Background: an optimization exercise with open tools, aiming at small area, a short achievable clock period and few clock cycles per item. Do not read the settings as production practice. RTL that was checked went through simulation tests only; none was proved equivalent to the original. No functional check of the RTL was part of runs 2 to 5. Power and IR drop assume default switching activity.

==> flow/design.v <==
`timescale 1ns/10ps
module LBP ( 
	input  clk,
	input  reset,
	output     [13:0] gray_addr,
	output reg        gray_req,
	input  		  gray_ready,
	input      [7:0]  gray_data,
	output reg        lbp_valid,
	output reg [13:0] lbp_addr,
	output reg [7:0]  lbp_data,
	output reg        finish
);
	localparam frame_width = 3;
	integer i;
	reg [7:0] gray_temp [0:8];
	reg [7:0] valid_pixel;
	reg [7:0] valid_value [7:0];
	reg [6:0] gray_x;
	reg [6:0] gray_y;
	reg [6:0] gray_xb;
	reg [6:0] gray_xb_temp;
	assign gray_addr = {gray_x+gray_xb, gray_y};
	reg gray_done;
	reg gray_valid;
	reg [1:0] shift_con;
	always@(posedge clk, posedge reset)begin
		if(reset)begin
			gray_req  <= 0;
			gray_done <= 0;
			gray_x    <= 0;
			gray_y    <= 0;
			gray_xb   <= 0;
		end else begin
			if(gray_ready & ~gray_done)gray_req <= 1; else gray_req <= 0;
			if(gray_xb==7'd125 && gray_x==7'd1 && gray_y==7'd127)gray_done <= 1;
			if(gray_req)begin
				if(gray_x==2)begin
					gray_x <= 0; 
					gray_y <= gray_y + 1;
					if(gray_y==127)gray_xb <= gray_xb + 1;
				end else begin
					gray_x <= gray_x + 1;
				end
			end
		end
	end
	always@(posedge clk, posedge reset)begin
		if(reset)begin
			for(i=0;i<9;i=i+1)gray_temp[i] <= 0;
			shift_con <= 0;
		end else begin
			if(gray_req)begin
				if(shift_con==2)shift_con <= 0; else shift_con <= shift_con + 1;
				if(shift_con==0)gray_temp[2] <= gray_data;
				if(shift_con==1)gray_temp[5] <= gray_data;
				if(shift_con==2)gray_temp[8] <= gray_data;
				if(shift_con==0)begin
					gray_temp[1] <= gray_temp[2];
					gray_temp[4] <= gray_temp[5];
					gray_temp[7] <= gray_temp[8];
					gray_temp[0] <= gray_temp[1];
					gray_temp[3] <= gray_temp[4];
					gray_temp[6] <= gray_temp[7];
				end
			end
		end
	end
	always@(*)begin
		for(i=0;i<4;i=i+1)if(gray_temp[i] >= gray_temp[4])valid_pixel[i] = 1; else valid_pixel[i] = 0; 
		for(i=5;i<9;i=i+1)if(gray_temp[i] >= gray_temp[4])valid_pixel[i-1] = 1; else valid_pixel[i-1] = 0; 
		for(i=0;i<8;i=i+1)if(valid_pixel[i])valid_value[i] = 8'd1 << i; else valid_value[i] = 0;
	end
	always@(posedge clk, posedge reset)begin
		if(reset)begin
			lbp_data <= 0;
		end else begin
			lbp_data <= valid_value[0] + valid_value[1] + valid_value[2] + valid_value[3] + valid_value[4] + valid_value[5] + valid_value[6] + valid_value[7];
		end
	end
	always@(posedge clk, posedge reset)begin
		if(reset)begin
			lbp_valid <= 0;
			lbp_addr  <= 14'd129;
			gray_xb_temp <= 0;
		end else begin
			if(lbp_valid)begin
				if(lbp_addr[6:0]==7'd126)begin
					lbp_addr[13:7] <= lbp_addr[13:7] + 1;
					lbp_addr[6:0]  <= 1;
				end	else begin
					lbp_addr[6:0] <= lbp_addr[6:0] + 1;
				end
			end
			if(gray_x==0 && gray_y>=3 || gray_xb_temp!=gray_xb)lbp_valid <= 1; else lbp_valid <= 0;
			if(gray_xb_temp!=gray_xb)gray_xb_temp <= gray_xb;
		end
	end
	always@(posedge clk, posedge reset)begin
		if(reset)begin
			finish <= 0;
		end else begin
			if(lbp_addr[13:7]==7'd127 && lbp_addr[6:0]==7'd1)finish <= 1;
		end
	end
endmodule
==> flow/run.sh <==
#!/bin/bash
# synth_recipe.tcl (not shown) runs the flow's synth.tcl, then flattens the netlist and writes it again
# the make line also repeats each setting of config.mk as NAME=value (left out here)
make -C /OpenROAD-flow-scripts/flow DESIGN_CONFIG=/design/flow/config.mk WORK_HOME=/design/flow/orfs CLKGATE_MAP_FILE= SYNTH_SCRIPT=/design/flow/synth_recipe.tcl finish
==> flow/config.mk <==
export PLATFORM = sky130hd
export DESIGN_NAME = LBP
export DESIGN_NICKNAME = LBP
export VERILOG_FILES = /design/flow/design.v
export SDC_FILE = /design/flow/constraint.sdc
export NUM_CORES = 4
export LEC_CHECK = 0
export CAP_MARGIN = 20
export CORE_MARGIN = 2
export CORE_UTILIZATION = 40
export SLEW_MARGIN = 20
==> flow/constraint.sdc <==
create_clock -name core_clock -period 4.0 [get_ports {clk}]
set_input_delay 0.8000 -clock core_clock [delete_from_list [all_inputs] [get_ports {clk}]]
set_output_delay 0.8000 -clock core_clock [all_outputs]
set_load 0.01 [all_outputs]
==> flow_summary_export.csv, run 1 <==
group,metric,value,unit
clock_network,path_clk_slew,0.06,ns
global_route,grt_overflow,0,
routing,drt-total-wl,12800,um
timing,finalMaxSlewViolations,0,
setup_path,arrival,2.83,ns
global_route,grt_max_degree,129,
synth,syn_inst,570,
timing,fin_skew,0.00776,ns
setup_path,crit_fanout,8,
placement,gp_congestion,0.817,
setup_path,required,3.20,ns
synth,synth_top_family_by_area,"adder cells",
cells_and_area,final_nets,714,
clock_network,cts_resized,0,
synth,synthXorXnorAreaFrac,0.0434,
synth,synth_compound_area_frac,0.0891,
hold_path,hold_path.class,"flip-flop to flip-flop",
placement,dp.cells,822,
global_route,grtUsageTotal,0.153,
cells_and_area,drive_gt1_frac,0.158,
synth,avgSynthCellArea,11.7,um2
placement,place.detailed.hpwl,9010,um
floorplanning,io_pins,50,
routing,postRouteAntennaNets,0,
synth,yosysSeqAreaShare,0.481,
global_route,grt_pass1_wl,21600,um
floorplanning,core,16400,um2
routing,vias,4365,
timing,hold_viol,0,
timing,max_freq,0.275,GHz
clock_network,htree_num_levels,4,
setup_path,start_kind,"flip-flop",
synth,syn_nets,663,
clock_network,clock_latency,0.42,ns
clock_network,cts_made_buffers,17,
synth,synth_cell_types,42,
synth,ys_seq_elements,128,
clock_network,cts_setup_buffers,0,
routing,drt_iter0_markers,117,
clock_network,hold_buffers,0,
synth,yosysTopAreaCell,"dfrtp_1",
synth,yosys.area_share.simple,0.102,
timing,min_period_over_period,0.909,
synth,synthArstFlopShare,1.00,
clock_network,cts_tree,"yes",
outcome,status,"complete, no violations",
power,power_density,765,nW/um2
routing,wl_per_cell,15.0,um
synth,synthTopCellsByArea,"dfrtp_1, ha_1, mux2_2, a21o_1, xnor2_1",
placement,dp_slack,0.830,ns
synth,synth_fa_ha_area_frac,0.155,
routing,via_per_inst,5.12,
cells_and_area,fin_util,0.486,
floorplanning,initial_utilization,0.406,
run,cap_violations,0,
setup_path,critPathCaptureType,"output port",
routing,remaining_drc_errors,0,
clock_network,cts_sinks,128,
power,peakVddDrop,0.000387,V
timing,worst_slack,0.366,ns
timing,fin_crit,3.63,ns
synth,mappedNetlistArea,6660,um2
timing,rsz0062_at_grt,"false",
cells_and_area,antenna_cells,0,
floorplanning,die_h,133,um
floorplanning,rows,47,
setup_path,crit_type,"flip-flop to output port",
floorplanning,die_w,133,um
timing,worst_slew_pin_slew,0.831,ns
floorplanning,dieArea,17700,um2
synth,synth_top_area_share,0.474,
clock_network,cts_root_buf,"clkbuf_16",
timing,timing.slew.headroom,0.446,
timing,setup_viol,0,
synth,synth-warning-count,3,
routing,dr.pass1.iters,4,
global_route,antenna_found_initial,0,
clock_network,clockBufferDepth,2,
power,total_power,6100,uW
synth,synth.mux.area_fraction,0.101,
cells_and_area,final_cells,852,
cells_and_area,syn_to_final_growth,19.8,%
placement,portBuffers,49,
timing,tns,0,ns
synth,synth_edf_count,0,
synth,synth-main-ff-cell,"dfrtp_1",
power,p_leak,0.00375,uW
global_route,grt_pass1_vias,4569,
==> registers in the layout, summed over array words and instances (netlist names) <==
register and cells:
gray_done 1, lbp_valid 1, shift_con 2, finish 1, gray_y 7, gray_xb_temp 7
lbp_addr 14, gray_req 1, gray_x 7, lbp_data 8, gray_xb 7, gray_temp 72
==> layout by cell type, fill, tap and decap left out, drive strengths merged, types with 9 or more instances in the layout <==
cell type      synthesis  layout
a21o                  28      28
a21oi                 15      15
clkbuf                18      24
clkdlybuf4s50          0      49
dfrtp                126     126
ha                    81      81
inv                   28      27
mux2                  60      60
nand2                 32      32
nand2b                 9       9
nand3                 14      14
nand4                 19      19
nor2                  25      25
nor3                  12      12
o21ai                 20      20
o31ai                  9       9
xnor2                 17      17
xor2                  16      16
==> worst paths after layout <==
kind / start / endpoint / slack, ns / cells after the start
worst max register to register: gray_req$_DFF_PP0_ / gray_temp[0][7]$_DFFE_PP0P_ / 1.83 / 4
max in group asynchronous: reset / gray_temp[3][0]$_DFFE_PP0P_ / 2.55 / 3
worst min register to register: gray_done$_DFFE_PP0P_ / gray_req$_DFF_PP0_ / 0.43 / 1
worst min-delay path: gray_done$_DFFE_PP0P_ / gray_req$_DFF_PP0_ / 0.43 / 1
worst max-delay path: gray_xb[0]$_DFFE_PP0P_ / gray_addr[13] / 0.37 / 8
min in group asynchronous: reset / gray_y[3]$_DFFE_PP0P_ / 0.94 / 3
==> per-layer routing <==
layer,GRT usage,vias to the layer above,wire (um)
met4,0.0496,0,130
met1,0.191,2163,6060
li1,-,2135,-
met2,0.256,53,6250
met3,0.0471,14,383
met5,0,-,0
==> area by class of cell <==
cell class / count / area, um2
multi-input cells: 395 / 3270
clock buffers: 24 / 492
clock inverters: 6 / 105
well taps: 220 / 275
inverters: 28 / 109
repair buffers: 51 / 518
fillers: 1458 / 8430
flip-flops and latches: 128 / 3210
==> through the flow <==
step | hold slack (ns) | cell area (um2)
finish | 0.429 | 7980
global route | 0.443 | 7980
CTS | 0.434 | 7980
detailed placement | 0.426 | 7380
global placement | 0.414 | 7380
floorplan | 0.404 | 6660
==> worst max-delay path: stages, from the launching register on <==
cell and delay, ns:
dfrtp_1 0.48, ha_1 0.25, inv_1 0.07, fa_1 0.21, nor2b_1 0.09, o31a_1 0.27, or4_1 0.40, and3_1 0.18
clkdlybuf4s50_1 0.47
==> kinds of logic after synthesis <==
| kind of cell | after synthesis |
|---|---|
| buffers and inverters | 47 |
| AOI/OAI and AO/OA | 90 |
| xor gates and xnor gates | 33 |
| adders and majority gates | 82 |
| DFF | 128 |
| and+or+nand+nor | 130 |
| muxes | 60 |
==> power breakdown <==
part | internal (uW) | switching [uW] | total [uW]
combinational | 1250 | 1130 | 2380
clock | 1040 | 527 | 1560
sequential | 1780 | 374 | 2160
total | 4070 | 2030 | 6100
==> Yosys cell counts (all sizes together) (3+ instances only) <==
library cell  number
inv               28
nor3              12
o21ai             20
dfrtp            126
xor2              16
a21o              28
and3               5
ha                81
nor2              25
nor2b              3
xnor2             17
a211oi             8
nand2             32
o31ai              9
or3                3
nand4             19
nand3             14
clkbuf            18
mux2              60
nand2b             9
a21oi             15
Testbench counts, summed over its fixed seeds: cycles 774,208, images 16.
==> inputs of run 2 (changes only) <==
==> flow/design.v (replaced) <==
`timescale 1ns/10ps
module LBP (
	input  clk,
	input  reset,
	output reg [13:0] gray_addr,
	output reg        gray_req,
	input             gray_ready,
	input      [7:0]  gray_data,
	output reg        lbp_valid,
	output reg [13:0] lbp_addr,
	output reg [7:0]  lbp_data,
	output reg        finish
);
	localparam H = 8;            
	wire [6:0] row = gray_addr[13:7];
	wire [6:0] col = gray_addr[6:0];
	reg  [2:0] s;                
	wire       endc = &s;        
	wire       endr = &col;      
	wire [6:0] row_step = {{4{endc}}, {2{endc & endr}}, 1'b1};
	always @(posedge clk) begin
		if (reset) begin
			gray_req  <= 1'b0;
			gray_addr <= 14'd0;
			s         <= 3'd0;
			lbp_valid <= 1'b0;
			finish    <= 1'b0;
		end else begin
			gray_req  <= gray_ready & ~finish & ~(gray_req & endc & endr & (row == 7'd127));
			lbp_valid <= gray_req & (s >= 3'd2) & (col >= 7'd2);
			if (gray_req & endc & endr & (row == 7'd127)) finish <= 1'b1;
			if (gray_req) begin
				{gray_addr[6:0], s} <= {col, s} + 10'd1;
				gray_addr[13:7] <= row + row_step;
			end
		end
	end
	reg [7:0] d [0:H];
	integer i;
	always @(posedge clk) begin
		d[0] <= gray_data;
		for (i = 1; i <= H; i = i + 1) d[i] <= d[i-1];
	end
	function [1:0] tcmp;
		input [7:0] a, b;
		reg [7:0] g, e;
		reg [3:0] g2, e2;
		reg [1:0] g4, e4;
		integer k;
		begin
			g = a & ~b; e = ~(a ^ b);
			for (k = 0; k < 4; k = k + 1) begin
				g2[k] = g[2*k+1] | (e[2*k+1] & g[2*k]);
				e2[k] = e[2*k+1] & e[2*k];
			end
			for (k = 0; k < 2; k = k + 1) begin
				g4[k] = g2[2*k+1] | (e2[2*k+1] & g2[2*k]);
				e4[k] = e2[2*k+1] & e2[2*k];
			end
			tcmp = {g4[1] | (e4[1] & g4[0]), e4[1] & e4[0]};
		end
	endfunction
	wire [7:0] c = d[H];
	wire [1:0] r_dg = tcmp(gray_data, c), r_hz = tcmp(d[0], c);
	wire [1:0] r_ad = tcmp(d[1], c),      r_vt = tcmp(d[H-1], c);
	wire ge_dg = r_dg[1] | r_dg[0],  le_dg = ~r_dg[1];
	wire ge_hz = r_hz[1] | r_hz[0],  le_hz = ~r_hz[1];
	wire ge_ad = r_ad[1] | r_ad[0],  le_ad = ~r_ad[1];
	wire ge_vt = r_vt[1] | r_vt[0],  le_vt = ~r_vt[1];
	reg [H:0]   q_dg;    
	reg [H-1:0] q_hz;
	reg [H-2:0] q_ad;
	reg         q_vt;
	always @(posedge clk) begin
		q_dg <= {q_dg[H-1:0], le_dg};
		q_hz <= {q_hz[H-2:0], le_hz};
		q_ad <= {q_ad[H-3:0], le_ad};
		q_vt <= le_vt;
	end
	always @(posedge clk) begin
		lbp_addr <= {row - 7'd1, col - 7'd1};
		lbp_data <= {ge_dg, ge_vt, q_ad[H-2], ge_hz, q_hz[H-1], ge_ad, q_vt, q_dg[H]};
	end
endmodule
--- a/flow/config.mk
+++ b/flow/config.mk
@@ -10,2 +10,3 @@
 export CORE_UTILIZATION = 40
+export SETUP_SLACK_MARGIN = 0
 export SLEW_MARGIN = 20
==> run 2 against run 1 <==
Total power down 48%. Register-to-register slack worse by 0.50 ns. Non-clock buffer count down 1. Clock power down 6%. Fmax up 36%. Via count down 41%. Highest routed layer unchanged.
==> flow_summary_export.csv, run 2 <==
group,metric,value,unit
outcome,status,"complete, no violations",
placement,place.detailed.hpwl,4670,um
global_route,grt_max_degree,20,
global_route,antenna_found_initial,0,
clock_network,cts_resized,0,
power,p_leak,0.00242,uW
timing,timing.slew.headroom,0.523,
clock_network,clock_latency,0.51,ns
synth,mappedNetlistArea,4360,um2
synth,synth_commonest_cells,"dfxtp_1, ha_1, nor2_1",
global_route,grtUsageTotal,0.127,
cells_and_area,final_nets,467,
synth,syn_inst,352,
setup_path,reg2regPathDepth,11,
timing,worst_slack,1.33,ns
routing,postRouteAntennaNets,0,
cells_and_area,drive_gt1_frac,0.0755,
floorplanning,die_w,108,um
synth,synth-warning-count,2,
clock_network,clockBufferDepth,2,
timing,fin_crit,2.67,ns
placement,gp_congestion,0.770,
timing,rsz0062_at_grt,"false",
timing,setup_viol,0,
routing,remaining_drc_errors,0,
clock_network,path_clk_slew,0.06,ns
routing,drt-total-wl,6700,um
hold_path,hold_path.class,"flip-flop to flip-flop",
cells_and_area,layout_common_cells,"dfxtp_1, clkdlybuf4s50_1, ha_1",
synth,synth_most_common_cell,"dfxtp_1",
cells_and_area,reg_top3,"d x72, gray_addr x14, lbp_addr x14",
synth,synth-main-ff-cell,"dfxtp_1",
routing,dr.pass1.iters,4,
timing,fin_skew,0.00721,ns
placement,portBuffers,49,
placement,dp_slack,1.37,ns
floorplanning,dieArea,11800,um2
floorplanning,die_h,108,um
global_route,grt_pass1_wl,11100,um
timing,max_freq,0.374,GHz
synth,ys_seq_elements,139,
cells_and_area,regMostFlops,"d",
setup_path,rrSetupSlack,1.33,ns
setup_path,critPathCaptureType,"flip-flop",
global_route,grt_overflow,0,
hold_path,min_to,"q_dg[4]$_DFF_P_",
synth,synth_top_area_share,0.638,
setup_path,start_kind,"flip-flop",
routing,vias,2585,
floorplanning,io_pins,50,
timing,finalMaxSlewViolations,0,
power,peakVddDrop,0.000257,V
routing,drt_iter0_markers,62,
clock_network,cts_tree,"yes",
timing,worst_slew_pin_slew,0.714,ns
synth,synthTopCellsByArea,"dfxtp_1, ha_1, a21o_1, xnor2_1, xor2_1",
timing,tns,0,ns
hold_path,hold_depth,0,
clock_network,cts_root_buf,"clkbuf_8",
synth,synth_edf_count,0,
clock_network,cts_setup_buffers,0,
floorplanning,initial_utilization,0.406,
floorplanning,core,10700,um2
synth,syn_nets,407,
setup_path,required,4.37,ns
floorplanning,rows,38,
clock_network,cts_made_buffers,17,
setup_path,timing.rr.end,"gray_addr[13]$_SDFFE_PP0P_",
synth,synthArstFlopShare,0,
global_route,grt_pass1_vias,2502,
timing,min_period_over_period,0.668,
clock_network,hold_buffers,0,
cells_and_area,final_common_cell,"dfxtp_1",
synth,yosysTopAreaCell,"dfxtp_1",
power,total_power,3150,uW
clock_network,cts_sinks,139,
hold_path,hp-start,"q_dg[3]$_DFF_P_",
setup_path,crit_fanout,7,
run,cap_violations,0,
cells_and_area,largest_reg_flops,72,
cells_and_area,antenna_cells,0,
synth,synth_cell_types,33,
synth,avgSynthCellArea,12.4,um2
power,power_density,567,nW/um2
clock_network,htree_num_levels,4,
routing,via_per_inst,4.58,
cells_and_area,syn_to_final_growth,27.3,%
synth,yosysSeqAreaShare,0.638,
setup_path,crit_type,"flip-flop to flip-flop",
timing,hold_viol,0,
setup_path,reg2reg_from,"s[0]$_SDFFE_PP0P_",
setup_path,arrival,3.04,ns
routing,wl_per_cell,11.9,um
-- run 2: cell families after synthesis --
logic type / synth area share
xor gates and xnor gates: 0.0482
and+or+nand+nor: 0.0740
adders and majority gates: 0.126
buffers and inverters: 0.0252
DFF: 0.638
muxes: 0.00688
AOI/OAI and AO/OA: 0.0817
-- run 2: routing by layer --
layer,wire [um],track usage,part of all wire,vias up
li1,-,-,-,1342
met1,3200,0.151,0.48,1171
met2,3000,0.188,0.45,61
met3,391,0.0627,0.058,11
met4,108,0.0650,0.016,0
met5,0,0,0,-
-- run 2: worst max path at each step --
stage | from | endpoint | slack (ns) | cells past startpoint
after detailed placement | s[0]$_SDFFE_PP0P_ | gray_addr[13]$_SDFFE_PP0P_ | 1.37 | 11
after floorplan | s[0]$_SDFFE_PP0P_ | gray_addr[13]$_SDFFE_PP0P_ | 1.64 | 11
after CTS | s[0]$_SDFFE_PP0P_ | gray_addr[13]$_SDFFE_PP0P_ | 1.35 | 11
after global routing | s[0]$_SDFFE_PP0P_ | gray_addr[13]$_SDFFE_PP0P_ | 1.10 | 11
after global placement | s[1]$_SDFFE_PP0P_ | gray_addr[13]$_SDFFE_PP0P_ | 1.47 | 11
final | s[0]$_SDFFE_PP0P_ | gray_addr[13]$_SDFFE_PP0P_ | 1.33 | 11
-- run 2: layout make-up --
class | instances | area, um2
repair buffers | 50 | 498
clock buffers | 19 | 422
clock inverters | 12 | 141
multi-input cells | 187 | 1470
inverters | 17 | 63.8
well taps | 140 | 175
fillers | 976 | 5190
flip-flops and latches | 139 | 2780
-- run 2: metrics by stage --
stage          std cells  utilization  hold slack (ns)  area [um2]
2_1_floorplan        352            -            0.310        4360
3_3_place_gp         533        0.464            0.310        4990
3_5_place_dp         533        0.464            0.312        4990
4_1_cts              564        0.517            0.325        5550
5_1_grt              564        0.517            0.331        5550
6_report             564        0.517            0.321        5550
-- run 2: critical path, cell delays in order (launching register included) --
cell       delay, ns
dfxtp_1         0.39
ha_1            0.20
ha_1            0.29
nand3_1         0.25
nor2_1          0.23
xnor2_1         0.15
ha_1            0.24
o31ai_1         0.08
o31a_1          0.29
o2111ai_2       0.21
xor2_1          0.16
nor2_1          0.05
-- run 2: where the power goes --
group | internal (uW) | switching [uW] | leakage, uW
sequential | 1480 | 29.5 | 0.00116
combinational | 95.0 | 80.1 | 0.000988
clock | 890 | 573 | 0.000269
total | 2470 | 682 | 0.00242
==> inputs of run 3 (changes only) <==
--- a/flow/config.mk
+++ b/flow/config.mk
@@ -10,3 +10,3 @@
 export CORE_UTILIZATION = 40
-export SETUP_SLACK_MARGIN = 0
+export SETUP_SLACK_MARGIN = 2.2
 export SLEW_MARGIN = 20
==> run 3 against run 2 <==
Still clean. Clock-buffer cell count is 1 lower. Die area stayed put. Clock power hardly changed. Sequential power hardly changed. Via count is 7.1% higher. Fmax is 27% higher. Register-to-register slack better by 0.57 ns.
==> flow_summary_export.csv, run 3 <==
group,metric,value,unit
outcome,status,"complete, no violations",
synth,synth_most_common_cell,"dfxtp_1",
routing,vias,2768,
placement,portBuffers,49,
clock_network,cts_made_buffers,17,
synth,yosysTopAreaCell,"dfxtp_1",
timing,max_freq,0.476,GHz
timing,min_period_over_period,0.525,
synth,synthArstFlopShare,0,
synth,mappedNetlistArea,4360,um2
global_route,antenna_found_initial,0,
setup_path,cpMostUsedCell,"ha_4",
synth,yosys.area_share.simple,0.0740,
timing,setup_viol,0,
cells_and_area,reg_top3,"d x72, gray_addr x14, lbp_addr x14",
placement,post_dp_cell_area,5060,um2
timing,tns,0,ns
cells_and_area,largest_reg_flops,72,
timing,hold_viol,0,
synth,synth.mux.area_fraction,0.00688,
timing,rsz0062_at_grt,"true",
cells_and_area,final_common_cell,"dfxtp_1",
floorplanning,rows,38,
synth,synth_commonest_cells,"dfxtp_1, ha_1, nor2_1",
routing,postRouteAntennaNets,0,
synth,syn_inst,352,
setup_path,arrival,2.47,ns
routing,wl_per_cell,12.8,um
cells_and_area,fin_util,0.551,
timing,finalMaxSlewViolations,0,
synth,avgSynthCellArea,12.4,um2
cells_and_area,antenna_cells,0,
run,cap_violations,0,
power,power_density,535,nW/um2
cells_and_area,final_nets,494,
synth,synth_top_area_share,0.638,
floorplanning,initial_utilization,0.406,
floorplanning,io_pins,50,
clock_network,hold_buffers,0,
timing,fin_crit,2.10,ns
timing,fin_skew,0.00599,ns
cells_and_area,drive_gt1_frac,0.322,
routing,via_per_inst,4.68,
routing,dr.pass1.iters,4,
synth,synth_fa_ha_area_frac,0.126,
synth,synth-main-ff-cell,"dfxtp_1",
clock_network,cts_tree,"yes",
placement,gp_congestion,0.768,
global_route,grtUsageTotal,0.141,
setup_path,cp_slowest_cell,"dfxtp_4",
clock_network,path_clk_slew,0.06,ns
synth,syn_nets,407,
clock_network,clockBufferDepth,2,
clock_network,htree_num_levels,4,
setup_path,crit_fanout,3,
timing,whs,0.322,ns
placement,dp.cells,533,
cells_and_area,fin_area,5920,um2
clock_network,cts_sinks,139,
synth,synth_compound_area_frac,0.0817,
placement,place.detailed.hpwl,4780,um
setup_path,critPathCaptureType,"flip-flop",
global_route,grt_pass1_wl,12300,um
routing,drt-total-wl,7570,um
synth,synth_cell_types,33,
setup_path,required,4.37,ns
global_route,grt_overflow,0,
global_route,grt_max_degree,20,
setup_path,crit_type,"flip-flop to flip-flop",
synth,synth_edf_count,0,
routing,drt_iter0_markers,51,
setup_path,rrSetupSlack,1.90,ns
synth,synth_top_family_by_area,"adder cells",
setup_path,crit_chain,"ha_4, ha_4, nand3_4, nor2_4, xnor2_2, ha_2, a31oi_2, o21ai_0, o2111ai_2, xor2_1, nor2_1",
floorplanning,core,10700,um2
clock_network,clock_latency,0.51,ns
timing,timing.slew.headroom,0.526,
synth,synth-warning-count,2,
synth,synthXorXnorAreaFrac,0.0482,
cells_and_area,final_cells,591,
synth,yosysSeqAreaShare,0.638,
floorplanning,dieArea,11800,um2
synth,synthTopCellsByArea,"dfxtp_1, ha_1, a21o_1, xnor2_1, xor2_1",
clock_network,cts_root_buf,"clkbuf_8",
cells_and_area,regMostFlops,"d",
hold_path,hold_path.class,"flip-flop to flip-flop",
routing,remaining_drc_errors,0,
power,p_leak,0.00264,uW
setup_path,start_kind,"flip-flop",
floorplanning,die_h,108,um
cells_and_area,layout_common_cells,"dfxtp_1, ha_1, buf_4",
floorplanning,die_w,108,um
timing,worst_slew_pin_slew,0.709,ns
power,peakVddDrop,0.000318,V
synth,ys_seq_elements,139,
setup_path,critPathMaxStageDelay,0.35,ns
global_route,grt_pass1_vias,2678,
cells_and_area,syn_to_final_growth,35.6,%
run 3: cell counts after synthesis:
Identical to the previous run, type by type.
run 3: worst max-delay path, delay by kind of cell, from the launching register on:
| kind | cells | cell delay, ns |
|---|---|---|
| AO/OA/AOI/OAI | 3 | 0.55 |
| XOR/XNOR | 2 | 0.29 |
| adder cells (fa/ha/maj) | 3 | 0.52 |
| flip-flops | 1 | 0.35 |
| AND/OR/NAND/NOR | 3 | 0.25 |
run 3: cell families after synthesis:
group | count (synthesis)
muxes | 3
AOI/OAI and AO/OA | 52
adders and majority gates | 44
and+or+nand+nor | 64
xor gates and xnor gates | 24
DFF | 139
buffers and inverters | 26
run 3: path summary, 6_finish.rpt:
check | startpoint | to | cells after the start
max reg2reg | s[0]$_SDFFE_PP0P_ | gray_addr[13]$_SDFFE_PP0P_ | 11
min | q_vt$_DFF_P_ | lbp_data[1]$_DFF_P_ | 0
max | s[0]$_SDFFE_PP0P_ | gray_addr[13]$_SDFFE_PP0P_ | 11
min reg2reg | q_vt$_DFF_P_ | lbp_data[1]$_DFF_P_ | 0
run 3: metrics by stage:
| step | worst slack, ns | total power, uW |
|---|---|---|
| global route | 1.80 | 3300 |
| detailed placement | 1.63 | 1720 |
| floorplan | 1.92 | 1630 |
| finish | 1.90 | 3170 |
| global placement | 1.68 | 1720 |
| CTS | 1.92 | 3190 |
run 3: routing by layer:
layer	vias up	track usage	routed length [um]
li1	1396	-	-
met1	1283	0.163	3370
met2	73	0.225	3610
met3	16	0.0579	438
met4	0	0.0705	150
met5	-	0	0
run 3: layout make-up:
| class | instances | area (um2) |
|---|---|---|
| multi-input combinational | 187 | 1620 |
| clock inverter | 13 | 141 |
| clock buffer | 18 | 428 |
| fill | 935 | 4830 |
| sequential | 139 | 2850 |
| timing repair buffer | 77 | 641 |
| inverter | 17 | 63.8 |
| tap | 140 | 175 |
run 3: where the power goes:
part           leakage (uW)  internal (uW)  switching (uW)
combinational       0.00119           95.5            89.4
sequential          0.00118           1480            29.3
clock              0.000274            904             573
total               0.00264           2470             691
run 3: what timing repair did:
item	CTS	global route
resized for setup	197	28
gates cloned	0	0
setup endpoints to repair	44	34
pin swaps	11	3
setup buffers	22	5
==> inputs of run 4 (changes only) <==
--- a/flow/design.v
+++ b/flow/design.v
@@ -17,5 +17,6 @@
 	reg  [2:0] s;                
-	wire       endc = &s;        
-	wire       endr = &col;      
-	wire [6:0] row_step = {{4{endc}}, {2{endc & endr}}, 1'b1};
+	reg        endc;             
+	reg        ends;             
+	reg        last;             
+	wire [6:0] row_step = {{4{endc}}, {2{ends}}, 1'b1};
 	always @(posedge clk) begin
@@ -25,2 +26,5 @@
 			s         <= 3'd0;
+			endc      <= 1'b0;
+			ends      <= 1'b0;
+			last      <= 1'b0;
 			lbp_valid <= 1'b0;
@@ -28,5 +32,5 @@
 		end else begin
-			gray_req  <= gray_ready & ~finish & ~(gray_req & endc & endr & (row == 7'd127));
+			gray_req  <= gray_ready & ~finish & ~(gray_req & last);
 			lbp_valid <= gray_req & (s >= 3'd2) & (col >= 7'd2);
-			if (gray_req & endc & endr & (row == 7'd127)) finish <= 1'b1;
+			if (gray_req & last) finish <= 1'b1;
 			if (gray_req) begin
@@ -34,2 +38,5 @@
 				gray_addr[13:7] <= row + row_step;
+				endc <= (s == 3'd6);
+				ends <= (s == 3'd6) & (col == 7'd127);
+				last <= (s == 3'd6) & (col == 7'd127) & (row == 7'd126);
 			end
==> run 4 against run 3 <==
Sequential power increased by 3%. Largest power group is now the clock network. Final cell count increased by 5.2%. Register-to-register slack improved by 0.40 ns. Via count increased by 4.4%. Cell area about the same. Still clean. Clock-buffer cell count unchanged. Setup slack improved by 0.33 ns. Clock skew decreased by 0.0013 ns. Routed wire length decreased by 0.71%. Largest cell class unchanged. Sequential share of layout area increased by 0.77 points.
==> flow_summary_export.csv, run 4 <==
group,metric,value,unit
setup_path,start_kind,"flip-flop",
synth,syn_nets,446,
clock_network,path_clk_slew,0.06,ns
synth,synth_most_common_cell,"dfxtp_1",
routing,top_layer_used,"met4",
timing,min_period_over_period,0.443,
synth,mappedNetlistArea,4520,um2
clock_network,cts_tree,"yes",
power,clkPwrFrac,0.477,
hold_path,hp-start,"q_hz[2]$_DFF_P_",
routing,dr.pass1.iters,4,
power,p_sw_frac,0.218,
routing,postRouteAntennaNets,0,
cells_and_area,fin_area,5910,um2
power,pwr-share-seq,0.463,
cells_and_area,layout_common_cells,"dfxtp_1, ha_1, nor2_1",
run,cap_violations,0,
routing,drt-total-wl,7510,um
setup_path,critPathCaptureType,"output port",
floorplanning,core,10900,um2
placement,gp_congestion,0.745,
outcome,status,"complete, no violations",
power,power.switching,722,uW
routing,wl_per_cell,12.1,um
timing,fin_crit,1.77,ns
cells_and_area,antenna_cells,0,
cells_and_area,drive_gt1_frac,0.210,
setup_path,timing.rr.end,"gray_addr[11]$_SDFFE_PP0P_",
timing,rsz0062_at_grt,"true",
routing,remaining_drc_errors,0,
setup_path,required,3.20,ns
floorplanning,die_h,110,um
timing,setup_viol,0,
hold_path,hold_depth,0,
synth,synth_commonest_cells,"dfxtp_1, ha_1, nor2_1",
cells_and_area,regMostFlops,"d",
setup_path,reg2regPathDepth,6,
global_route,grt_max_degree,29,
setup_path,cp_slowest_cell,"dfxtp_4",
clock_network,cts_root_buf,"clkbuf_16",
cells_and_area,final_nets,525,
setup_path,arrival,0.97,ns
power,peakVddDrop,0.000322,V
setup_path,critPathMaxStageDelay,0.41,ns
hold_path,hold_path.class,"flip-flop to flip-flop",
timing,hold_viol,0,
synth,synth-warning-count,2,
synth,synth_top_area_share,0.629,
placement,post_dp_cell_area,5150,um2
timing,max_freq,0.565,GHz
floorplanning,initial_utilization,0.413,
synth,synthArstFlopShare,0,
clock_network,cts_sinks,142,
cells_and_area,fillers,952,
hold_path,min_to,"q_hz[3]$_DFF_P_",
synth,synth_edf_count,0,
global_route,grt_pass1_vias,2720,
timing,fin_skew,0.00468,ns
clock_network,htree_num_levels,4,
timing,tns,0,ns
setup_path,critPathBufInv,1,
synth,ys_seq_elements,142,
global_route,antenna_found_initial,0,
power,power_density,561,nW/um2
cells_and_area,final_common_cell,"dfxtp_1",
timing,worst_slew_pin_slew,0.548,ns
setup_path,critPathTopFamily,"flip-flops",
routing,vias,2891,
setup_path,crit_chain,"clkbuf_2",
synth,synthTopCellsByArea,"dfxtp_1, ha_1, a21oi_1, nor2_1, xnor2_1",
floorplanning,dieArea,12200,um2
timing,timing.slew.headroom,0.634,
global_route,grtUsageTotal,0.138,
power,power.internal,2590,uW
routing,via_per_inst,4.65,
synth,synth-main-ff-cell,"dfxtp_1",
synth,synth_cell_types,38,
synth,syn_inst,390,
routing,wl_met3,443,um
placement,portBuffers,49,
setup_path,crit_type,"flip-flop to output port",
synth,yosysTopAreaCell,"dfxtp_1",
cells_and_area,syn_to_final_growth,30.8,%
placement,place.detailed.hpwl,4970,um
clock_network,clock_latency,0.41,ns
routing,wl_met1,3500,um
clock_network,cts_made_buffers,17,
synth,avgSynthCellArea,11.6,um2
floorplanning,die_w,110,um
routing,drt_iter0_markers,78,
power,p_leak,0.00256,uW
setup_path,rrSetupSlack,2.30,ns
timing,finalMaxSlewViolations,0,
cells_and_area,largest_reg_flops,72,
setup_path,crit_fanout,11,
floorplanning,rows,38,
floorplanning,io_pins,50,
power,combPwrFrac,0.060,
routing,dr_wl_met2,3410,um
global_route,grt_pass1_wl,12400,um
setup_path,reg2reg_from,"gray_addr[7]$_SDFFE_PP0P_",
global_route,grt_overflow,0,
synth,yosysSeqAreaShare,0.629,
clock_network,clockBufferDepth,2,
cells_and_area,reg_top3,"d x72, gray_addr x14, lbp_addr x14",
run 4: worst max-delay path by stage:
stage	from	endpoint	slack (ns)	cells after the start
finish	gray_addr[2]$_SDFFE_PP0P_	gray_addr[2]	2.23	1
global route	gray_addr[2]$_SDFFE_PP0P_	gray_addr[2]	2.18	1
CTS	gray_addr[2]$_SDFFE_PP0P_	gray_addr[2]	2.07	1
detailed placement	reset	gray_addr[13]$_SDFFE_PP0P_	1.44	3
global placement	reset	gray_addr[13]$_SDFFE_PP0P_	1.47	3
floorplan	gray_addr[8]$_SDFFE_PP0P_	gray_addr[11]$_SDFFE_PP0P_	2.22	6
run 4: logic make-up (layout without fill, tap and decap cells):
| group | Yosys count | after routing | share of synthesized area |
|---|---|---|---|
| AOI/OAI and AO/OA | 59 | 59 | 0.0789 |
| xor gates and xnor gates | 22 | 22 | 0.0426 |
| adders and majority gates | 45 | 45 | 0.126 |
| buffers and inverters | 25 | 117 | 0.0227 |
| DFF | 142 | 142 | 0.629 |
| and+or+nand+nor | 97 | 97 | 0.101 |
run 4: power by group through the flow:
stage                     logic [uW]  registers, uW  clock network, uW
after floorplan                 98.3           1580                  0
after global placement           194           1570                  0
after detailed placement         199           1580                  0
after CTS                        203           1540               1630
after global routing             226           1550               1690
final                            198           1540               1580
run 4: routing by layer:
layer | up-vias | GRT usage
li1 | 1502 | -
met1 | 1308 | 0.172
met2 | 64 | 0.204
met3 | 17 | 0.0606
met4 | 0 | 0.0643
met5 | - | 0
run 4: what timing repair did:
action	4_1_cts	5_1_grt
buffers inserted	17	0
setup endpoints to repair	48	37
pin swaps	1	2
gates cloned	1	0
gates resized for setup	110	44
hold buffers	0	0
run 4: final cells by class:
type                            count  area, um2  area share
Multi-Input combinational cell    223       1600       0.270
Timing Repair Buffer               68        573      0.0969
Sequential cell                   142       2900       0.490
Inverter                           17       63.8      0.0108
Tap cell                          140        175      0.0296
Clock buffer                       18        429      0.0726
Clock inverter                     14        180      0.0305
run 4: stage by stage:
stage	setup slack, ns	cells	utilization	hold slack (ns)	power (uW)
floorplan	2.22	390	-	0.310	1680
global placement	1.47	572	0.471	0.310	1770
detailed placement	1.44	572	0.471	0.312	1780
CTS	2.07	622	0.547	0.321	3370
global route	2.18	622	0.541	0.325	3470
finish	2.23	622	0.541	0.323	3320
==> inputs of run 5 (changes only) <==
--- a/flow/config.mk
+++ b/flow/config.mk
@@ -10,3 +10,3 @@
 export CORE_UTILIZATION = 40
-export SETUP_SLACK_MARGIN = 2.2
+export SETUP_SLACK_MARGIN = 2.5
 export SLEW_MARGIN = 20
==> run 5 against run 4 <==
Still clean on timing, DRC and antenna. Combinational power is 14% higher. Global-route usage rose by 0.31 points. Critical path type unchanged. Clock-buffer cell count stayed put. Die area did not move. Total power decreased by 3.4%. Clock power down 9%. First-iteration DRC count increased by 5.1%. Clock skew is 0.0055 ns higher. Flip-flop and latch count is the same.
==> flow_summary_export.csv, run 5 <==
group,metric,value,unit
power,total_power,3200,uW
synth,syn_inst,390,
cells_and_area,syn_to_final_growth,36.0,%
routing,dr.pass1.iters,4,
cells_and_area,largest_reg_flops,72,
placement,place.detailed.hpwl,5040,um
global_route,grt_max_degree,17,
setup_path,crit_fanout,2,
synth,synth-warning-count,2,
placement,dp_slack,1.57,ns
setup_path,start_kind,"flip-flop",
floorplanning,die_h,110,um
timing,finalMaxSlewViolations,0,
global_route,grt_pass1_wl,13000,um
synth,synth_commonest_cells,"dfxtp_1, ha_1, nor2_1",
placement,post_dp_cell_area,5250,um2
clock_network,path_clk_slew,0.06,ns
cells_and_area,fillers,919,
setup_path,critPathMaxStageDelay,0.36,ns
power,peakVddDrop,0.000312,V
setup_path,arrival,0.87,ns
placement,portBuffers,49,
synth,synth-main-ff-cell,"dfxtp_1",
clock_network,clock_latency,0.41,ns
floorplanning,rows,38,
timing,max_freq,0.598,GHz
timing,hold_viol,0,
cells_and_area,final_nets,528,
floorplanning,io_pins,50,
synth,avgSynthCellArea,11.6,um2
global_route,grtUsageTotal,0.141,
synth,synth_edf_count,0,
synth,yosysSeqAreaShare,0.629,
power,power_density,521,nW/um2
clock_network,cts_root_buf,"clkbuf_16",
routing,top_layer_used,"met4",
timing,worst_slack,2.33,ns
timing,worst_slew_pin_slew,0.320,ns
setup_path,critPathTopFamily,"flip-flops",
floorplanning,core,10900,um2
timing,setup_viol,0,
routing,vias,2951,
outcome,status,"complete, no violations",
synth,synthArstFlopShare,0,
global_route,grt_overflow,0,
floorplanning,initial_utilization,0.413,
routing,wl_per_cell,12.6,um
run,cap_violations,0,
setup_path,critPathCaptureType,"output port",
cells_and_area,drive_gt1_frac,0.332,
routing,wl_met1,3700,um
clock_network,cts_made_buffers,17,
setup_path,cp_slowest_cell,"dfxtp_4",
synth,synth_cell_types,38,
setup_path,timing.rr.end,"gray_addr[11]$_SDFFE_PP0P_",
hold_path,hp-start,"d[6][4]$_DFF_P_",
timing,whs,0.323,ns
power,p_leak,0.00260,uW
cells_and_area,regMostFlops,"d",
routing,dr_wl_met2,3720,um
timing,fin_skew,0.0102,ns
global_route,antenna_found_initial,0,
routing,drt-total-wl,7900,um
cells_and_area,fin_area,6150,um2
setup_path,rrSetupSlack,2.35,ns
cells_and_area,antenna_cells,0,
setup_path,critPathBufInv,1,
cells_and_area,regArea,2920,um2
setup_path,crit_chain,"buf_6",
timing,tns,0,ns
clock_network,cts_sinks,142,
synth,syn_nets,446,
synth,mappedNetlistArea,4520,um2
clock_network,htree_num_levels,4,
floorplanning,die_w,110,um
clock_network,hold_buffers,0,
cells_and_area,multiInputGateArea,1790,um2
cells_and_area,reg_top3,"d x72, gray_addr x14, lbp_addr x14",
clock_network,cts_tree,"yes",
routing,postRouteAntennaNets,0,
global_route,grt_pass1_vias,2908,
setup_path,reg2regPathDepth,6,
timing,rsz0062_at_grt,"true",
timing,min_period_over_period,0.418,
floorplanning,dieArea,12200,um2
synth,synthTopCellsByArea,"dfxtp_1, ha_1, a21oi_1, nor2_1, xnor2_1",
synth,yosysTopAreaCell,"dfxtp_1",
clock_network,clockBufferDepth,2,
timing,fin_crit,1.67,ns
cells_and_area,layout_common_cells,"dfxtp_1, ha_1, buf_6",
routing,remaining_drc_errors,0,
timing,timing.slew.headroom,0.784,
routing,drt_iter0_markers,82,
hold_path,hold_path.class,"flip-flop to flip-flop",
cells_and_area,final_common_cell,"dfxtp_1",
placement,gp_congestion,0.724,
setup_path,crit_type,"flip-flop to output port",
routing,via_per_inst,4.72,
routing,wl_met3,384,um
hold_path,hold_depth,0,
synth,ys_seq_elements,142,
hold_path,min_to,"d[7][4]$_DFF_P_",
synth,synth_most_common_cell,"dfxtp_1",
setup_path,required,3.20,ns
setup_path,reg2reg_from,"ends$_SDFFE_PP0P_",
synth,synth_top_area_share,0.629,
==> run 5: metal layers <==
metal / GRT usage / vias up
met5: 0 / -
li1: - / 1505
met1: 0.175 / 1375
met3: 0.0464 / 9
met4: 0.0670 / 0
met2: 0.221 / 62
==> run 5: kinds of logic after synthesis <==
| group | count (synthesis) | share of synthesized area |
|---|---|---|
| compound gates | 59 | 0.0789 |
| xor+xnor | 22 | 0.0426 |
| fa+ha+maj | 45 | 0.126 |
| buf+inv | 25 | 0.0227 |
| flops | 142 | 0.629 |
| simple gates | 97 | 0.101 |
==> run 5: stage by stage <==
step	util	cells
final	0.562	625
after global routing	0.562	625
after floorplan	-	390
after detailed placement	0.480	572
after global placement	0.480	572
after CTS	0.547	621
==> run 5: layout make-up <==
cell class / instances / area share
clock buffer: 18 / 0.0698
inverter: 17 / 0.0110
sequential: 142 / 0.475
tap: 140 / 0.0285
clock inverter: 14 / 0.0202
multi-input combinational: 223 / 0.291
timing repair buffer: 71 / 0.105
==> run 5: how the worst max path moves through the flow <==
stage | slack (ns) | to | startpoint | cells past startpoint
final | 2.33 | gray_addr[10] | gray_addr[10]$_SDFFE_PP0P_ | 1
after global routing | 2.28 | gray_addr[11]$_SDFFE_PP0P_ | ends$_SDFFE_PP0P_ | 6
after CTS | 2.30 | gray_addr[10] | gray_addr[10]$_SDFFE_PP0P_ | 1
after detailed placement | 1.57 | last$_SDFFE_PP0P_ | reset | 5
after global placement | 1.63 | last$_SDFFE_PP0P_ | reset | 5
after floorplan | 2.48 | lbp_data[7]$_DFF_P_ | gray_data[1] | 4
==> run 5: where the power goes <==
part,switching (uW),total [uW],internal [uW]
sequential,31.4,1540,1510
clock,622,1440,817
combinational,113,225,112
==> run 5: timing repair <==
action / CTS / global route
gates resized for setup: 227 / 38
setup endpoints to repair: 62 / 47
pin swaps: 12 / 10
buffers inserted: 17 / 4
==> inputs of run 6 (changes only) <==
--- a/flow/design.v
+++ b/flow/design.v
@@ -26,5 +26,2 @@
 			s         <= 3'd0;
-			endc      <= 1'b0;
-			ends      <= 1'b0;
-			last      <= 1'b0;
 			lbp_valid <= 1'b0;
@@ -38,7 +35,9 @@
 				gray_addr[13:7] <= row + row_step;
-				endc <= (s == 3'd6);
-				ends <= (s == 3'd6) & (col == 7'd127);
-				last <= (s == 3'd6) & (col == 7'd127) & (row == 7'd126);
 			end
 		end
+	end
+	always @(posedge clk) begin
+		endc <= (s == 3'd6);
+		ends <= (s == 3'd6) & (col == 7'd127);
+		last <= (s == 3'd6) & (col == 7'd127) & (row == 7'd126);
 	end
--- a/flow/config.mk
+++ b/flow/config.mk
@@ -10,2 +10,4 @@
 export CORE_UTILIZATION = 40
+export CTS_BUF_LIST = sky130_fd_sc_hd__clkbuf_4 sky130_fd_sc_hd__clkbuf_8
+export CTS_CLUSTER_SIZE = 30
 export SETUP_SLACK_MARGIN = 2.5
==> run 6 against run 5 <==
Clock skew barely moved. Sequential share of layout area rose by 2.2 points. Clock power fell by 28%. Routed wire length fell by 4.5%. Global-route usage fell by 0.39 points. Critical path depth did not move.
==> flow_summary_export.csv, run 6 <==
group,metric,value,unit
outcome,status,"complete, no violations",
global_route,antenna_found_initial,0,
timing,setup_viol,0,
routing,drt_iter0_markers,84,
synth,mappedNetlistArea,4460,um2
global_route,grt_pass1_wl,12300,um
synth,synth_edf_count,0,
cells_and_area,fillers,937,
setup_path,start_kind,"flip-flop",
global_route,grt_use_met2,0.219,
synth,synthArstFlopShare,0,
timing,rsz0062_at_grt,"true",
setup_path,rrSetupSlack,2.36,ns
floorplanning,dieArea,12000,um2
synth,synth_commonest_cells,"dfxtp_1, ha_1, nor2_1",
power,peakVddDrop,0.000221,V
timing,fin_crit,1.71,ns
synth,synth-warning-count,2,
timing,hold_viol,0,
clock_network,cts_root_buf,"clkbuf_8",
clock_network,cts_tree,"yes",
timing,min_period_over_period,0.428,
setup_path,required,3.20,ns
cells_and_area,final_common_cell,"dfxtp_1",
routing,vias,2831,
run,cap_violations,0,
cells_and_area,layout_common_cells,"dfxtp_1, ha_1, nor2_1",
setup_path,reg2reg_from,"gray_addr[8]$_SDFFE_PP0P_",
setup_path,crit_type,"flip-flop to output port",
global_route,grt_use_met3,0.0486,
hold_path,hold_depth,0,
synth,yosysTopAreaCell,"dfxtp_1",
cells_and_area,final_cells,617,
synth,synth_most_common_cell,"dfxtp_1",
setup_path,arrival,0.91,ns
timing,finalMaxSlewViolations,0,
global_route,grtUsageTotal,0.137,
synth,avgSynthCellArea,11.8,um2
routing,dr.pass1.iters,4,
setup_path,crit_fanout,2,
synth,synth_top_area_share,0.638,
floorplanning,initial_utilization,0.411,
global_route,busiest_layer,"met2",
power,total_power,2790,uW
routing,remaining_drc_errors,0,
hold_path,hp-start,"q_dg[2]$_DFF_P_",
clock_network,cts_sinks,142,
timing,fin_skew,0.0105,ns
clock_network,cts_made_buffers,17,
clock_network,htree_num_levels,4,
floorplanning,io_pins,50,
placement,gp_congestion,0.720,
cells_and_area,syn_to_final_growth,31.6,%
hold_path,hold_path.class,"flip-flop to flip-flop",
setup_path,critPathMaxStageDelay,0.36,ns
synth,synth-main-ff-cell,"dfxtp_1",
clock_network,clockBufferDepth,2,
timing,timing.slew.headroom,0.666,
setup_path,critPathBufInv,1,
placement,dp_slack,1.51,ns
placement,dp.cells,561,
setup_path,critPathTopFamily,"flip-flops",
clock_network,hold_buffers,0,
synth,ys_seq_elements,142,
cells_and_area,multiInputGateArea,1720,um2
setup_path,reg2regPathDepth,7,
timing,tns,0,ns
routing,drt-total-wl,7550,um
setup_path,timing.rr.end,"gray_addr[11]$_SDFFE_PP0P_",
setup_path,crit_chain,"buf_6",
synth,synthTopCellsByArea,"dfxtp_1, ha_1, xor2_1, a21oi_1, nor2_1",
placement,portBuffers,49,
global_route,grt_pass1_vias,2731,
hold_path,min_to,"q_dg[3]$_DFF_P_",
cells_and_area,final_nets,520,
floorplanning,rows,38,
cells_and_area,drive_gt1_frac,0.321,
placement,place.detailed.hpwl,4910,um
setup_path,critPathCaptureType,"output port",
global_route,grt_max_degree,25,
cells_and_area,fin_util,0.541,
global_route,gr-usage-met1,0.164,
routing,wl_per_cell,12.2,um
cells_and_area,antenna_cells,0,
synth,syn_nets,434,
cells_and_area,regMostFlops,"d",
clock_network,clock_latency,0.44,ns
synth,syn_inst,378,
synth,yosysSeqAreaShare,0.638,
power,p_leak,0.00248,uW
cells_and_area,regArea,2910,um2
global_route,grt_overflow,0,
floorplanning,core,10800,um2
synth,synth_cell_types,34,
floorplanning,die_w,110,um
cells_and_area,largest_reg_flops,72,
clock_network,path_clk_slew,0.09,ns
routing,via_per_inst,4.59,
power,power_density,476,nW/um2
timing,max_freq,0.585,GHz
routing,postRouteAntennaNets,0,
floorplanning,die_h,110,um
timing,worst_slew_pin_slew,0.501,ns
cells_and_area,reg_top3,"d x72, gray_addr x14, lbp_addr x14",
timing,worst_slack,2.29,ns
setup_path,cp_slowest_cell,"dfxtp_4",
==> run 6: changes by cell type in the layout (fill, tap and decap cells not counted), sizes merged, moves of 2 or more <==
cell and change:
a21oi -3, clkdlybuf4s50 +2, clkinv -2, dlymetal6s2s -2, nand2 -3, nand3 -2, nor3 -3, o21ai -2
xnor2 -3, xor2 +4
==> run 6: how the worst max path moves through the flow <==
stage | from | endpoint | slack, ns | cells after the start
5_1_grt | gray_addr[1]$_SDFFE_PP0P_ | gray_addr[1] | 2.25 | 1
3_3_place_gp | reset | gray_addr[13]$_SDFFE_PP0P_ | 1.58 | 3
3_5_place_dp | reset | gray_addr[13]$_SDFFE_PP0P_ | 1.51 | 3
6_report | gray_addr[1]$_SDFFE_PP0P_ | gray_addr[1] | 2.29 | 1
4_1_cts | gray_addr[1]$_SDFFE_PP0P_ | gray_addr[1] | 2.26 | 1
2_1_floorplan | gray_data[1] | lbp_data[7]$_DFF_P_ | 2.48 | 4
==> run 6: timing repair <==
action | in CTS | in global routing
setup endpoints to repair | 62 | 49
setup buffers | 22 | 2
resized for setup | 231 | 16
pin swaps | 15 | 6
==> run 6: power by group <==
| part | leakage [uW] | internal, uW | switching [uW] | total [uW] |
|---|---|---|---|---|
| Combinational | 0.00109 | 108 | 108 | 216 |
| Clock | 0.000186 | 474 | 569 | 1040 |
| Sequential | 0.00120 | 1510 | 29.0 | 1530 |
| Total | 0.00248 | 2090 | 706 | 2790 |
==> run 6: cell type report <==
class / count / share of cell area
Clock buffer: 19 / 0.0435
Inverter: 17 / 0.0117
Clock inverter: 13 / 0.0198
Tap cell: 140 / 0.0299
Multi-Input combinational cell: 213 / 0.294
Timing Repair Buffer: 73 / 0.105
Sequential cell: 142 / 0.496
==> run 6: routing by layer <==
metal / vias to the layer above / routed length, um
li1: 1473 / -
met1: 1286 / 3520
met2: 58 / 3440
met3: 14 / 434
met4: 0 / 144
met5: - / 0
==> run 6: per-stage QoR <==
step,hold slack [ns],cell area (um2)
5_1_grt,0.335,5870
3_5_place_dp,0.312,5190
4_1_cts,0.329,5800
3_3_place_gp,0.310,5190
6_report,0.328,5870
2_1_floorplan,0.310,4550
==> run 6: cell families (layout without fill, tap and decap cells) <==
family          after synthesis  count (layout)  share of synthesized area
compound gates               54              54                     0.0733
xor+xnor                     23              23                     0.0452
fa+ha+maj                    45              45                      0.128
buf+inv                      23             122                     0.0205
flops                       142             142                      0.638
simple gates                 91              91                     0.0954
Testbench counts of run 6, summed over its fixed seeds: cycles 344,080, images 16.
==> inputs of run 7 (changes only) <==
--- a/flow/design.v
+++ b/flow/design.v
@@ -24,4 +24,2 @@
 			gray_req  <= 1'b0;
-			gray_addr <= 14'd0;
-			s         <= 3'd0;
 			lbp_valid <= 1'b0;
@@ -32,6 +30,10 @@
 			if (gray_req & last) finish <= 1'b1;
-			if (gray_req) begin
-				{gray_addr[6:0], s} <= {col, s} + 10'd1;
-				gray_addr[13:7] <= row + row_step;
-			end
+		end
+	end
+	always @(posedge clk) begin
+		if (gray_req) begin
+			{gray_addr[6:0], s} <= {col, s} + 10'd1;
+			gray_addr[13:7] <= row + row_step;
+		end else begin
+			{gray_addr, s} <= 17'd0;
 		end
--- a/flow/config.mk
+++ b/flow/config.mk
@@ -10,4 +10,3 @@
 export CORE_UTILIZATION = 40
-export CTS_BUF_LIST = sky130_fd_sc_hd__clkbuf_4 sky130_fd_sc_hd__clkbuf_8
-export CTS_CLUSTER_SIZE = 30
+export CTS_BUF_LIST = sky130_fd_sc_hd__clkbuf_8
 export SETUP_SLACK_MARGIN = 2.5
==> run 7 against run 6 <==
Sequential share of layout area grew 0.074 points. Highest routed layer unchanged. Clock skew shrank 0.0015 ns. Routed wire length shrank 5.7%.
==> flow_summary_export.csv, run 7 <==
group,metric,value,unit
synth,mappedNetlistArea,4420,um2
cells_and_area,largest_reg_flops,72,
placement,gp_congestion,0.726,
floorplanning,initial_utilization,0.410,
placement,dp_slack,1.89,ns
synth,syn_nets,416,
cells_and_area,regMostFlops,"d",
timing,fin_skew,0.00897,ns
cells_and_area,drive_gt1_frac,0.307,
power,peakVddDrop,0.000226,V
routing,via_per_inst,4.53,
global_route,grt_use_met3,0.0580,
global_route,gr-usage-met1,0.151,
setup_path,crit_type,"flip-flop to output port",
synth,synthArstFlopShare,0,
clock_network,clockBufferDepth,2,
timing,rsz0062_at_grt,"true",
setup_path,crit_chain,"buf_8, buf_6",
floorplanning,dieArea,11900,um2
setup_path,crit_fanout,2,
synth,synth_commonest_cells,"dfxtp_1, ha_1, a21oi_1",
clock_network,htree_num_levels,4,
setup_path,start_kind,"flip-flop",
routing,drt_iter0_markers,86,
timing,hold_viol,0,
setup_path,cp_slowest_cell,"dfxtp_2",
setup_path,arrival,0.97,ns
setup_path,critPathCaptureType,"output port",
cells_and_area,final_common_cell,"dfxtp_1",
setup_path,critPathMaxStageDelay,0.33,ns
clock_network,hold_buffers,0,
synth,synth_edf_count,0,
timing,finalMaxSlewViolations,0,
clock_network,cts_sinks,142,
timing,timing.slew.headroom,0.717,
cells_and_area,layout_common_cells,"dfxtp_1, ha_1, buf_6",
floorplanning,die_w,109,um
timing,setup_viol,0,
timing,whs,0.325,ns
synth,avgSynthCellArea,12.3,um2
timing,tns,0,ns
synth,synth_most_common_cell,"dfxtp_1",
floorplanning,die_h,109,um
setup_path,required,3.20,ns
cells_and_area,reg_top3,"d x72, gray_addr x14, lbp_addr x14",
synth,ys_seq_elements,142,
synth,yosysSeqAreaShare,0.643,
timing,worst_slew_pin_slew,0.419,ns
cells_and_area,syn_to_final_growth,32.2,%
outcome,status,"complete, no violations",
global_route,grt_overflow,0,
global_route,grtUsageTotal,0.133,
timing,worst_slack,2.23,ns
power,power_density,487,nW/um2
global_route,grt_max_degree,17,
floorplanning,rows,38,
hold_path,hold_path.class,"flip-flop to flip-flop",
cells_and_area,antenna_cells,0,
floorplanning,core,10800,um2
global_route,antenna_found_initial,0,
routing,vias,2702,
timing,max_freq,0.564,GHz
routing,dr.pass1.iters,4,
synth,yosysTopAreaCell,"dfxtp_1",
global_route,grt_use_met2,0.214,
timing,fin_crit,1.77,ns
floorplanning,io_pins,50,
synth,synth_top_area_share,0.643,
clock_network,path_clk_slew,0.07,ns
synth,synth-warning-count,2,
routing,postRouteAntennaNets,0,
synth,syn_inst,360,
timing,min_period_over_period,0.443,
global_route,busiest_layer,"met2",
global_route,grt_pass1_vias,2611,
synth,synth-main-ff-cell,"dfxtp_1",
clock_network,cts_tree,"yes",
placement,place.detailed.hpwl,4890,um
cells_and_area,final_nets,499,
global_route,grt_pass1_wl,11700,um
power,p_leak,0.00255,uW
placement,portBuffers,49,
clock_network,cts_root_buf,"clkbuf_8",
cells_and_area,fin_util,0.542,
synth,synthTopCellsByArea,"dfxtp_1, ha_1, a21oi_1, o21ai_0, xnor2_1",
routing,drt-total-wl,7120,um
clock_network,clock_latency,0.42,ns
run,cap_violations,0,
routing,wl_per_cell,11.9,um
synth,synth_cell_types,41,
clock_network,cts_made_buffers,17,
routing,remaining_drc_errors,0,
## run 7: where the power goes
group	total [uW]	switching [uW]	internal, uW
combinational	164	82.0	82.3
sequential	1520	25.4	1500
clock	1160	511	652
## run 7: layout make-up
class / instances / area (um2)
sequential: 142 / 2910
clock buffer: 19 / 262
multi-input combinational: 195 / 1660
tap: 140 / 175
clock inverter: 13 / 164
fill: 919 / 4950
timing repair buffer: 68 / 606
inverter: 19 / 73.8
## run 7: repair_timing
action / in CTS / in global routing
endpoints found under the setup margin: 44 / 46
resized for setup: 226 / 18
cloned: 1 / 0
buffers inserted: 16 / 1
pin swaps: 9 / 9
## run 7: logic make-up (layout without fill, tap and decap cells)
kind of cell / count (synthesis) / in the layout / synth area share
flip-flops: 142 / 142 / 0.643
buffers and inverters: 23 / 119 / 0.0215
AND/OR/NAND/NOR: 76 / 76 / 0.0959
AO/OA/AOI/OAI: 56 / 56 / 0.0750
XOR/XNOR: 18 / 18 / 0.0357
adder cells (fa/ha/maj): 45 / 45 / 0.129
## run 7: stage by stage
step                cell area [um2]  total power (uW)  cells
floorplan                      4500              1650    360
global placement               5150              1720    546
detailed placement             5150              1730    546
CTS                            5790              2890    595
global route                   5850              2990    596
finish                         5850              2850    596
## run 7: routing by layer
| metal | up-vias | wire [um] | part of all wire |
|---|---|---|---|
| li1 | 1401 | - | - |
| met2 | 55 | 3480 | 0.49 |
| met5 | - | 0 | 0 |
| met4 | 0 | 91 | 0.013 |
| met1 | 1239 | 3140 | 0.44 |
| met3 | 7 | 414 | 0.058 |
## run 7: final timing paths
| kind | from | to | slack [ns] | depth (start not counted) |
|---|---|---|---|---|
| worst min-delay path | d[6][4]$_DFF_P_ | d[7][4]$_DFF_P_ | 0.33 | 0 |
| worst min register to register | d[6][4]$_DFF_P_ | d[7][4]$_DFF_P_ | 0.33 | 0 |
| worst max-delay path | gray_req$_SDFF_PP0_ | gray_req | 2.23 | 2 |
| worst max register to register | gray_addr[7]$_SDFF_PN0_ | gray_addr[13]$_SDFF_PN0_ | 2.46 | 7 |
## run 7: worst max-delay path: cells and delay by family, from the launching register on
kind     cells  cell delay [ns]
buf+inv      2             0.22
flops        1             0.33
Testbench counts of run 7, summed over its fixed seeds: cycles 344,080, images 16.
==> inputs of run 8 (changes only) <==
--- a/flow/config.mk
+++ b/flow/config.mk
@@ -9,3 +9,3 @@
 export CORE_MARGIN = 2
-export CORE_UTILIZATION = 40
+export CORE_UTILIZATION = 60
 export CTS_BUF_LIST = sky130_fd_sc_hd__clkbuf_8
==> run 8 against run 7 <==
Total power is 0.15% higher. Register-to-register slack lost 0.08 ns. Critical path depth shrank 1. Via count rose by 6.9%. Clock-buffer cell count decreased by 1. Area after synthesis is the same. Die area shrank 32%.
==> flow_summary_export.csv, run 8 <==
group,metric,value,unit
outcome,status,"complete, no violations",
clock_network,cts_made_buffers,17,
power,p_sw_frac,0.224,
synth,synthTopCellsByArea,"dfxtp_1, ha_1, a21oi_1, o21ai_0, xnor2_1",
cells_and_area,layout_common_cells,"dfxtp_1, ha_1, buf_6",
cells_and_area,syn_to_final_growth,31.6,%
setup_path,critPathLaunch,"gray_addr[5]$_SDFF_PN0_",
synth,synthArstFlopShare,0,
floorplanning,core,7180,um2
hold_path,hold_path.class,"flip-flop to flip-flop",
synth,synth_edf_count,0,
timing,tns,0,ns
cells_and_area,final_common_cell,"dfxtp_1",
floorplanning,rows,31,
setup_path,reg2reg_from,"gray_addr[8]$_SDFF_PN0_",
synth,avgSynthCellArea,12.3,um2
clock_network,path_clk_slew,0.08,ns
run,cap_violations,0,
routing,via_per_inst,5.18,
cells_and_area,fin_util,0.811,
setup_path,crit_fanout,2,
synth,yosysTopAreaCell,"dfxtp_1",
routing,postRouteAntennaNets,0,
clock_network,hold_buffers,0,
cells_and_area,reg_top3,"d x72, gray_addr x14, lbp_addr x14",
timing,fin_skew,0.00774,ns
floorplanning,die_w,89.8,um
setup_path,critPathTopFamily,"flip-flops",
clock_network,clockBufferDepth,2,
synth,synth_cell_types,41,
routing,remaining_drc_errors,0,
setup_path,arrival,0.90,ns
floorplanning,io_pins,50,
clock_network,clock_latency,0.42,ns
power,peakVddDrop,0.000349,V
timing,fin_crit,1.70,ns
cells_and_area,fillers,415,
cells_and_area,drive_gt1_frac,0.325,
setup_path,crit_type,"flip-flop to output port",
power,total_power,2850,uW
cells_and_area,largest_reg_flops,72,
timing,whs,0.327,ns
power,clkPwrFrac,0.405,
timing,setup_viol,0,
setup_path,critPathBufInv,1,
global_route,grt_pass1_vias,2848,
placement,gp_congestion,0.765,
routing,wl_per_cell,15.0,um
timing,hold_viol,0,
synth,synth_commonest_cells,"dfxtp_1, ha_1, a21oi_1",
synth,syn_inst,360,
timing,worst_slew_pin_slew,0.402,ns
synth,synth-main-ff-cell,"dfxtp_1",
global_route,antenna_found_initial,0,
timing,finalMaxSlewViolations,0,
hold_path,hp-start,"d[5][0]$_DFF_P_",
synth,synth_top_area_share,0.643,
setup_path,critPathMaxStageDelay,0.36,ns
clock_network,htree_num_levels,4,
synth,mappedNetlistArea,4420,um2
routing,vias,2889,
clock_network,cts_root_buf,"clkbuf_8",
floorplanning,die_h,89.8,um
placement,place.detailed.hpwl,4660,um
synth,ys_seq_elements,142,
synth,yosysSeqAreaShare,0.643,
timing,max_freq,0.589,GHz
global_route,grtUsageTotal,0.204,
global_route,grt_overflow,0,
synth,synth-warning-count,2,
power,power_density,491,nW/um2
cells_and_area,antenna_cells,0,
power,pwr-share-seq,0.535,
power,p_leak,0.00257,uW
clock_network,cts_tree,"yes",
timing,rsz0062_at_grt,"true",
global_route,grt_max_degree,17,
setup_path,crit_chain,"buf_6",
placement,portBuffers,49,
setup_path,critPathCaptureType,"output port",
timing,timing.slew.headroom,0.728,
setup_path,required,3.20,ns
routing,drt-total-wl,8350,um
setup_path,cp_slowest_cell,"dfxtp_4",
cells_and_area,regMostFlops,"d",
power,combPwrFrac,0.059,
synth,syn_nets,416,
routing,drt_iter0_markers,51,
cells_and_area,final_nets,502,
timing,min_period_over_period,0.425,
synth,synth_most_common_cell,"dfxtp_1",
global_route,grt_pass1_wl,12800,um
placement,post_dp_cell_area,5090,um2
floorplanning,dieArea,8070,um2
cells_and_area,fin_area,5820,um2
floorplanning,initial_utilization,0.616,
power,power.internal,2220,uW
clock_network,cts_sinks,142,
setup_path,start_kind,"flip-flop",
routing,dr.pass1.iters,4,
power,power.switching,638,uW
==> run 8: cell counts after synthesis <==
Identical to the previous run, type by type.
==> run 8: final cells by class <==
type,instances,area [um2],area share
clock buffer,18,248,0.0426
inverter,19,76.3,0.0131
tap,99,124,0.0213
sequential,142,2910,0.500
clock inverter,14,168,0.0288
timing repair buffer,71,633,0.109
multi-input combinational,195,1660,0.286
==> run 8: power groups by stage <==
stage                     Sequential (uW)  Combinational [uW]  Clock, uW
after floorplan                      1560                81.5          0
after global placement               1560                 153          0
after detailed placement             1570                 159          0
after CTS                            1520                 155       1180
after global routing                 1540                 189       1250
final                                1530                 169       1160
==> run 8: stage by stage <==
stage | instances | setup WS [ns]
floorplan | 360 | 2.48
global placement | 504 | 1.81
detailed placement | 504 | 1.80
CTS | 552 | 2.29
global route | 558 | 2.26
finish | 558 | 2.30
==> run 8: kinds of logic (layout without fill, tap and decap cells) <==
family	Yosys count	after routing	synth area share
fa+ha+maj	45	45	0.129
compound gates	56	56	0.0750
flops	142	142	0.643
simple gates	76	76	0.0959
xor+xnor	18	18	0.0357
buf+inv	23	122	0.0215
==> run 8: worst paths after layout <==
path	end	slack, ns	cells after the start
setup reg to reg	gray_addr[10]$_SDFF_PN0_	2.38	7
setup / recovery	gray_addr[5]	2.30	1
hold reg to reg	d[6][0]$_DFF_P_	0.33	0
hold / removal	d[6][0]$_DFF_P_	0.33	0
==> run 8: what timing repair did <==
action / 4_1_cts / 5_1_grt
setup endpoints to repair: 44 / 47
pin swaps: 10 / 14
gates cloned: 0 / 0
setup buffers: 16 / 6
resized for setup: 217 / 38
==> run 8: metal layers <==
metal  global-route usage  up-vias  part of all wire
li1                     -     1414                 -
met4                0.119        0             0.040
met3               0.0629       31             0.044
met2                0.360       77              0.52
met1                0.214     1367              0.40
met5                    0        -                 0

port drivers added, routing unchanged:
How much do the figures lean on ideal ports? The routed layouts below were timed once more, with nothing changed but the port constraints.
Step 1 assumes that a clkbuf_16 drives the clock port and a buf_2 every other input.
Step 2 moves the port delays by t, midway between the first and last clock arrival at a register: inputs arrive t later, outputs are due t later. That takes back most of the time a late clock gives input paths.
Slacks: ideal / step 1 / step 2; pairs: ideal / step 1.
run | t (ns) | setup WS [ns] | worst register clock-pin slew, ns
run 1 | 0.456 | 0.366 / 0.324 / 0.780 | 0.06 / 0.06
run 2 | 0.540 | 1.329 / 1.329 / 1.329 | 0.06 / 0.06
run 3 | 0.541 | 1.900 / 1.900 / 1.750 | 0.06 / 0.06
run 4 | 0.442 | 2.229 / 2.192 / 1.819 | 0.06 / 0.06
run 5 | 0.443 | 2.327 / 2.285 / 2.107 | 0.06 / 0.06
run 6 | 0.464 | 2.290 / 2.256 / 2.030 | 0.09 / 0.09
run 7 | 0.451 | 2.228 / 2.196 / 2.070 | 0.08 / 0.08
run 8 | 0.449 | 2.302 / 2.273 / 2.080 | 0.08 / 0.08
After both steps every run listed still meets setup and hold. For run 4, which loses most, drivers alone change the setup slack by -0.037 ns; drivers and shift together by -0.410 ns.
